From an optimization exercise on the open Yosys and OpenROAD flow, aimed at small area; shortcuts taken in it are not production practice.
Only simulation tests tie the RTL to the original design; equivalence was not proved.
Power is estimated from default activity; no workload was simulated.

Design MSDFDotProductModule, start of the top module:
module MSDFDotProductModule(input clk, input reset,
    input [1:0] io_a_3,
    input [1:0] io_a_2,
    input [1:0] io_a_1,
    input [1:0] io_a_0,
    input [1:0] io_b_3,
    input [1:0] io_b_2,
    input [1:0] io_b_1,
    input [1:0] io_b_0,
    input  io_start,
    output[1:0] io_c
);
Size: about 930 cells after synthesis, roughly 9700 um2 of cells after synthesis.
clock: 8.0 ns
lec_check: 0
cap_margin: 20
core_margin: 2
core_utilization: 40
cts_buf_list: sky130_fd_sc_hd__clkbuf_4 sky130_fd_sc_hd__clkbuf_8
cts_cluster_size: 30
slew_margin: 20
standard.sh (not shown) runs the stock make flow with config.mk's settings and CLKGATE_MAP_FILE= SYNTH_SCRIPT=/design/flow/synth_recipe.tcl, a recipe that flattens the netlist after the stock synthesis.
==> flow/flow/run.sh <==
#!/bin/bash
# The standard layout (standard.sh: ORFS synthesis and all later steps),
# with three changes to how the layout is made:
#  - synthesis maps the logic with an area-oriented ABC script
#    (flow/abc_area.script) instead of ORFS's delay-oriented one; everything
#    else in synthesis (registers, their names and cells) is unchanged.  ORFS's
#    scripts are copied to ./orfs_scripts and only abc_speed.script is replaced.
#  - buffer_ports builds the port buffers from sky130_fd_sc_hd__buf_1 cells
#    instead of the delay cells it picks by default (repair may resize them).
#  - CTS does not add dummy loads.
# The output of make (all ORFS steps) goes to make_finish.log; each step's own
# log stays in orfs/logs/.
set -euo pipefail
cd "$(dirname "${BASH_SOURCE[0]}")/.."
rm -rf orfs_scripts
cp -r "$FLOW_HOME/scripts" orfs_scripts
cp flow/abc_area.script orfs_scripts/abc_speed.script
export SCRIPTS_DIR="$PWD/orfs_scripts"
export BUFFER_PORTS_ARGS="-buffer_cell sky130_fd_sc_hd__buf_1"
export CTS_ARGS="-sink_clustering_enable -repair_clock_nets -sink_clustering_size 30 -sink_clustering_levels 1 -balance_levels -buf_list {sky130_fd_sc_hd__clkbuf_4 sky130_fd_sc_hd__clkbuf_8} -dont_use_dummy_load"
bash standard.sh finish > make_finish.log 2>&1
==> flow/flow/abc_area.script <==
&get -n
&st
&dch
&nf -R 0 -p
&st
&syn2
&dch
&nf -R 0 -p
&st
&syn2
&dch
&nf -R 0 -p
&put
==> next run, changes <==
--- a/flow/flow/run.sh
+++ b/flow/flow/run.sh
@@ -18,4 +18,4 @@
 export SCRIPTS_DIR="$PWD/orfs_scripts"
 export BUFFER_PORTS_ARGS="-buffer_cell sky130_fd_sc_hd__buf_1"
-export CTS_ARGS="-sink_clustering_enable -repair_clock_nets -sink_clustering_size 30 -sink_clustering_levels 1 -balance_levels -buf_list {sky130_fd_sc_hd__clkbuf_4 sky130_fd_sc_hd__clkbuf_8} -dont_use_dummy_load"
+export CTS_ARGS="-sink_clustering_enable -repair_clock_nets -sink_clustering_size 30 -buf_list {sky130_fd_sc_hd__clkbuf_4 sky130_fd_sc_hd__clkbuf_8} -dont_use_dummy_load -sink_buffer_max_cap_derate 1.5"
 bash standard.sh finish > make_finish.log 2>&1
After rerunning: The changed run died in clock tree synthesis (4_1_cts) with CTS-0109; synthesized cell count stays the same; area after synthesis does not change.

---

MSDFDotProductModule, a different RTL version from the one above (not shown whole).
Size: about 1100 cells after synthesis, ~180 flip-flops.
// MSDFDotProductModule
module MSDFDotProductModule(input clk, input reset,
    input [1:0] io_a_3,
    input [1:0] io_a_2,
    input [1:0] io_a_1,
    input [1:0] io_a_0,
    input [1:0] io_b_3,
    input [1:0] io_b_2,
    input [1:0] io_b_1,
    input [1:0] io_b_0,
    input  io_start,
    output[1:0] io_c
);
export LEC_CHECK = 0
export CAP_MARGIN = 20
export CORE_MARGIN = 2
export CORE_UTILIZATION = 40
export CTS_BUF_LIST = sky130_fd_sc_hd__clkbuf_4 sky130_fd_sc_hd__clkbuf_8
export CTS_CLUSTER_SIZE = 30
export SLEW_MARGIN = 20
create_clock -name core_clock -period 8.0 [get_ports {clk}]
==> flow/flow/run.sh <==
#!/bin/bash
# The standard layout (the standard.sh, unchanged synthesis and steps),
# except that buffer_ports builds the input and output port buffers from
# sky130_fd_sc_hd__buf_1 cells instead of the delay cells it picks by default;
# later repair steps may still resize them.  The output of make (all ORFS
# steps) goes to make_finish.log; each step's own log stays in orfs/logs/.
set -euo pipefail
cd "$(dirname "${BASH_SOURCE[0]}")/.."
export BUFFER_PORTS_ARGS="-buffer_cell sky130_fd_sc_hd__buf_1"
export CTS_ARGS="-sink_clustering_enable -repair_clock_nets -sink_clustering_size 30 -buf_list {sky130_fd_sc_hd__clkbuf_4 sky130_fd_sc_hd__clkbuf_8} -dont_use_dummy_load"
bash standard.sh finish > make_finish.log 2>&1
Next try:
==> flow/run.sh (new file) <==
#!/bin/bash
# synth_recipe.tcl (not shown) runs the flow's synth.tcl, then flattens the netlist and writes it again
# the make line also repeats each setting of config.mk as NAME=value (left out here)
make -C /OpenROAD-flow-scripts/flow DESIGN_CONFIG=/design/flow/config.mk WORK_HOME=/design/flow/orfs CLKGATE_MAP_FILE= SYNTH_SCRIPT=/design/flow/synth_recipe.tcl finish
- GPL_TIMING_DRIVEN: default -> 0
removed: flow/flow/run.sh
removed: flow/standard.sh
The new run completed without violations.
Count of clock-buffer cells in the layout grows by 2.
Synthesized cell count is unchanged.
Flip-flop and latch count does not change.
Core utilization rises by 1.9 points.
Global-route usage grows by 2.0 points.
Clock skew goes down by 8.5 ps.
Die area stays the same.
Next try:
==> flow/flow/run.sh (new file) <==
#!/bin/bash
# The standard layout (the standard.sh, unchanged synthesis and steps),
# except that buffer_ports builds the input and output port buffers from
# sky130_fd_sc_hd__buf_1 cells instead of the delay cells it picks by default;
# later repair steps may still resize them.  The output of make (all ORFS
# steps) goes to make_finish.log; each step's own log stays in orfs/logs/.
set -euo pipefail
cd "$(dirname "${BASH_SOURCE[0]}")/.."
export BUFFER_PORTS_ARGS="-buffer_cell sky130_fd_sc_hd__buf_1"
bash standard.sh finish > make_finish.log 2>&1
==> flow/standard.sh (new file) <==
#!/bin/bash
# synth_recipe.tcl (not shown) runs the flow's synth.tcl, then flattens the netlist and writes it again
# the make line also repeats each setting of config.mk as NAME=value (left out here)
make -C /OpenROAD-flow-scripts/flow DESIGN_CONFIG=/design/flow/config.mk WORK_HOME=/design/flow/orfs CLKGATE_MAP_FILE= SYNTH_SCRIPT=/design/flow/synth_recipe.tcl "${@:-finish}"
- GPL_TIMING_DRIVEN: 0 -> default
removed: flow/run.sh
What happened: Setup slack gains 610 ps. First-iteration DRC count decreases by 14%. Combinational power goes down by about 5%. Count of clock-buffer cells in the layout rises by 1.
Next try:
- GPL_TIMING_DRIVEN: default -> 0
=> The new run passed the timing, design-rule and antenna checks. Synthesized area stays the same. Clock-buffer cell count shrinks by 2. Global-route usage rose by 1.8 points. Cell count climbs by 2.9%. Final area rose by 1.2%. Core utilization went up by 0.52 points.

---

== v59 ==
RTL: one of the versions met above, not the one the previous note started from.
For scale: roughly 180 flip-flops, roughly 21 I/O pins.
clock: 8.0 ns
lec_check: 0
cap_margin: 20
core_margin: 2
core_utilization: 30
cts_buf_list: sky130_fd_sc_hd__clkbuf_4 sky130_fd_sc_hd__clkbuf_8
cts_cluster_size: 30
slew_margin: 20
==> flow/flow/run.sh <==
#!/bin/bash
# The standard layout (standard.sh: ORFS synthesis and all later steps),
# with three changes to how the layout is made:
#  - synthesis maps the logic with an area-oriented ABC script
#    (flow/abc_area.script) instead of ORFS's delay-oriented one; everything
#    else in synthesis (registers, their names and cells) is unchanged.  ORFS's
#    scripts are copied to ./orfs_scripts and only abc_speed.script is replaced.
#  - buffer_ports builds the port buffers from sky130_fd_sc_hd__buf_1 cells
#    instead of the delay cells it picks by default (repair may resize them).
#  - CTS does not add dummy loads.
# The output of make (all ORFS steps) goes to make_finish.log; each step's own
# log stays in orfs/logs/.
set -euo pipefail
cd "$(dirname "${BASH_SOURCE[0]}")/.."
rm -rf orfs_scripts
cp -r "$FLOW_HOME/scripts" orfs_scripts
cp flow/abc_area.script orfs_scripts/abc_speed.script
export SCRIPTS_DIR="$PWD/orfs_scripts"
export BUFFER_PORTS_ARGS="-buffer_cell sky130_fd_sc_hd__buf_1"
export CTS_ARGS="-sink_clustering_enable -repair_clock_nets -sink_clustering_size 30 -buf_list {sky130_fd_sc_hd__clkbuf_4 sky130_fd_sc_hd__clkbuf_8} -dont_use_dummy_load"
bash standard.sh finish > make_finish.log 2>&1
Scripts as last shown in full above: flow/flow/abc_area.script
v59 completed every stage of the flow, and the final layout passed the timing, design-rule and antenna checks.
#### Input delta (v32 over v59)
- CORE_UTILIZATION: 30 -> 40
--- a/flow/flow/run.sh
+++ b/flow/flow/run.sh
@@ -19,3 +19,3 @@
 export BUFFER_PORTS_ARGS="-buffer_cell sky130_fd_sc_hd__buf_1"
-export CTS_ARGS="-sink_clustering_enable -repair_clock_nets -sink_clustering_size 30 -buf_list {sky130_fd_sc_hd__clkbuf_4 sky130_fd_sc_hd__clkbuf_8} -dont_use_dummy_load"
+export CTS_ARGS="-sink_clustering_enable -repair_clock_nets -sink_clustering_size 30 -buf_list {sky130_fd_sc_hd__clkbuf_4 sky130_fd_sc_hd__clkbuf_8} -dont_use_dummy_load -sink_buffer_max_cap_derate 2.5"
 bash standard.sh finish > make_finish.log 2>&1
==> run summary <==
In the summary table, v32 is marked failed, with error CTS-0109 raised in clock tree synthesis (4_1_cts).
Of v32 and v59, v59 shows the higher worst slack at placement, with v32 below it.
v32 vs v59: detailed placement HPWL down by a few percent
| effective utilization at floorplan | higher: v32 |
Input changes introduced in v21 (baseline for comparison: v32):
--- a/flow/flow/run.sh
+++ b/flow/flow/run.sh
@@ -19,3 +19,3 @@
 export BUFFER_PORTS_ARGS="-buffer_cell sky130_fd_sc_hd__buf_1"
-export CTS_ARGS="-sink_clustering_enable -repair_clock_nets -sink_clustering_size 30 -buf_list {sky130_fd_sc_hd__clkbuf_4 sky130_fd_sc_hd__clkbuf_8} -dont_use_dummy_load -sink_buffer_max_cap_derate 2.5"
+export CTS_ARGS="-sink_clustering_enable -repair_clock_nets -sink_clustering_size 30 -buf_list {sky130_fd_sc_hd__clkbuf_4 sky130_fd_sc_hd__clkbuf_8} -dont_use_dummy_load"
 bash standard.sh finish > make_finish.log 2>&1
v21: flow completed, timing, DRC and antenna clean
Between v21 and v32, the post-synth design cell area figures differ only marginally.
Diff v21..v32 | compound-cell area share of the yosys netlist | unchanged
Comparing v32 against v21, there is no change at all in average instance area after synthesis.
From v32 to v21, number of nets produced by synthesis did not move at all.
Diff v32..v21 | worst slack after detailed placement | negligible
Diff v21..v32 | flip-flop and latch count after synthesis | unchanged
Reported for v32 and v21, mux cell area share after synthesis turned out identical to the last digit.
On synthesized cell count, v32 and v21 are basically level.
Re number of rows created at floorplan: no difference whatsoever between v32 and v21.
Height of the chip: v21 vs v32 identical
Modified inputs, v26 compared to v21
--- a/flow/flow/run.sh
+++ b/flow/flow/run.sh
@@ -19,3 +19,3 @@
 export BUFFER_PORTS_ARGS="-buffer_cell sky130_fd_sc_hd__buf_1"
-export CTS_ARGS="-sink_clustering_enable -repair_clock_nets -sink_clustering_size 30 -buf_list {sky130_fd_sc_hd__clkbuf_4 sky130_fd_sc_hd__clkbuf_8} -dont_use_dummy_load"
+export CTS_ARGS="-sink_clustering_enable -repair_clock_nets -sink_clustering_size 30 -sink_clustering_max_diameter 150 -buf_list {sky130_fd_sc_hd__clkbuf_4 sky130_fd_sc_hd__clkbuf_8} -dont_use_dummy_load"
 bash standard.sh finish > make_finish.log 2>&1
Results
The final layout from v26, which completed every stage, passed the timing, design-rule and antenna checks at the end of the flow. v21 and v26 ended up with roughly the same power density over cell area. Net count of the finished layout: v21 vs v26 identical. From v26 to v21, clock buffer count from CTS did not move at all. Re clock buffer instance count of the final layout: no difference whatsoever between v26 and v21.

---

## red
RTL: one of the versions met above, not the one the previous note started from.
Size in the first run: about 1100 cells after synthesis, ~180 flip-flops, about 21 I/O pins.
Settings: LEC_CHECK=0, CAP_MARGIN=20, CORE_MARGIN=2, CORE_UTILIZATION=40, CTS_BUF_LIST=sky130_fd_sc_hd__clkbuf_4 sky130_fd_sc_hd__clkbuf_8, CTS_CLUSTER_SIZE=30, SLEW_MARGIN=20; clock period 8.0 ns.
run.sh (not shown) runs the stock make flow with config.mk's settings and CLKGATE_MAP_FILE= SYNTH_SCRIPT=/design/flow/synth_recipe.tcl, a recipe that flattens the netlist after the stock synthesis.
Stock flow here: none of the scripts above is used.
Every stage of the flow completed for red, and the final layout passed the timing, design-rule and antenna checks.
Edits applied to the flow inputs when going from red to blue:
==> flow/flow/run.sh (new file) <==
#!/bin/bash
# The standard layout (standard.sh: ORFS synthesis and all later steps),
# with three changes to how the layout is made:
#  - synthesis maps the logic with an area-oriented ABC script
#    (flow/abc_area.script) instead of ORFS's delay-oriented one; everything
#    else in synthesis (registers, their names and cells) is unchanged.  ORFS's
#    scripts are copied to ./orfs_scripts and only abc_speed.script is replaced.
#  - buffer_ports builds the port buffers from sky130_fd_sc_hd__buf_1 cells
#    instead of the delay cells it picks by default (repair may resize them).
#  - CTS does not add dummy loads.
# The output of make (all ORFS steps) goes to make_finish.log; each step's own
# log stays in orfs/logs/.
set -euo pipefail
cd "$(dirname "${BASH_SOURCE[0]}")/.."
rm -rf orfs_scripts
cp -r "$FLOW_HOME/scripts" orfs_scripts
cp flow/abc_area.script orfs_scripts/abc_speed.script
export SCRIPTS_DIR="$PWD/orfs_scripts"
export BUFFER_PORTS_ARGS="-buffer_cell sky130_fd_sc_hd__buf_1"
export CTS_ARGS="-sink_clustering_enable -repair_clock_nets -sink_clustering_size 30 -buf_list {sky130_fd_sc_hd__clkbuf_4 sky130_fd_sc_hd__clkbuf_8} -dont_use_dummy_load"
bash standard.sh finish > make_finish.log 2>&1
==> flow/flow/abc_area.script (new file) <==
&get -n
&st
&dch
&nf -R 1000 -p
&st
&syn2
&dch
&nf -R 1000 -p
&st
&syn2
&dch
&nf -R 1000 -p
&put
==> flow/standard.sh (new file) <==
#!/bin/bash
# synth_recipe.tcl (not shown) runs the flow's synth.tcl, then flattens the netlist and writes it again
# the make line also repeats each setting of config.mk as NAME=value (left out here)
make -C /OpenROAD-flow-scripts/flow DESIGN_CONFIG=/design/flow/config.mk WORK_HOME=/design/flow/orfs CLKGATE_MAP_FILE= SYNTH_SCRIPT=/design/flow/synth_recipe.tcl "${@:-finish}"
removed: flow/run.sh
Notes after the runs:
blue vs red — area after synthesis dropped 8.7%.
Re fraction of power consumed by combinational cells: red was lower than blue.
blue ends up with lower routability-driven placement congestion ratio than red does.
On highest attainable clock frequency, red and blue are neck and neck.
On overall global routing resource usage: between red and blue, it ends up lower for blue.

---

Another version of the RTL of MSDFDotProductModule (not shown whole).
Size: roughly 1,200 cells after synthesis, ~190 flip-flops, ~21 I/O pins.
export LEC_CHECK = 0
export CAP_MARGIN = 20
export CORE_MARGIN = 2
export CORE_UTILIZATION = 40
export GPL_TIMING_DRIVEN = 0
export SLEW_MARGIN = 20
create_clock -name core_clock -period 8.0 [get_ports {clk}]
Stock flow here: none of the scripts above is used.
The baseline completed with no timing, DRC or antenna violations.
Then changed:
- CTS_BUF_LIST: not set -> sky130_fd_sc_hd__clkbuf_4 sky130_fd_sc_hd__clkbuf_8
- CTS_CLUSTER_SIZE: not set -> 30
- GPL_TIMING_DRIVEN: 0 -> not set
Effect: Die area stays the same. Cell area is about the same. Global-route usage fell by 1.9 points. Wire length fell by a little under a tenth. Clock power fell by about a fifth. Worst setup slack gets better by 130 ps. Final cell count rose slightly. Via count fell slightly. Total power fell slightly.
Then changed:
- CTS_BUF_LIST: sky130_fd_sc_hd__clkbuf_4 sky130_fd_sc_hd__clkbuf_8 -> not set
- CTS_CLUSTER_SIZE: 30 -> not set
Outcome:
- maximum frequency is about the same
- setup slack gains 23 ps
- via count climbs slightly
- sequential cell count stays the same
- die area stays the same
- area after synthesis stays the same
- power goes up by a few percent
- wire length came out higher slightly

what the ideal ports hide:
How much do the figures lean on ideal ports? The routed layouts below were timed once more, with nothing changed but the port constraints. Step 1 assumes that a clkbuf_16 drives the clock port and a buf_2 every other input. Step 2 times the ports against the registers' clock, not the clock port: input delays grow and output delays shrink by t, the midpoint of the rising clock arrivals with the driver on. Slacks: no drivers / after step 1 / after step 2; pairs: no drivers / after step 1.
run | t (ns) | setup slack, ns | worst data-port slew with drivers (ns) | cell pins on the clock port's net
the first run of note 1 | 0.480 | 0.393 / 0.372 / 0.372 | 0.03 | 1
the first run of note 2 | 0.512 | 0.827 / 0.805 / 0.805 | 0.03 | 1
the second run of note 2 | 0.512 | 0.230 / 0.203 / 0.203 | 0.03 | 1
the third run of note 2 | 0.524 | 0.835 / 0.813 / 0.813 | 0.03 | 1
the fourth run of note 2 | 0.524 | 0.475 / 0.454 / 0.454 | 0.03 | 1
v59 | 0.504 | 0.447 / 0.427 / 0.427 | 0.04 | 1
v21 | 0.480 | 0.393 / 0.372 / 0.372 | 0.03 | 1
v26 | 0.480 | 0.393 / 0.372 / 0.372 | 0.03 | 1
red | 0.515 | 0.386 / 0.362 / 0.362 | 0.03 | 1
blue | 0.480 | 0.379 / 0.359 / 0.359 | 0.04 | 1
the first run of note 5 | 0.488 | 0.091 / 0.056 / 0.056 | 0.05 | 1
the second run of note 5 | 0.518 | 0.218 / 0.195 / -0.199 | 0.04 | 1
the third run of note 5 | 0.477 | 0.241 / 0.214 / -0.120 | 0.04 | 1
With both steps, setup timing fails in the second run of note 5 and the third run of note 5, where it was met with ideal ports. For the second run of note 5, which loses most, drivers alone change the setup slack by -0.023 ns; drivers and shift together by -0.417 ns.
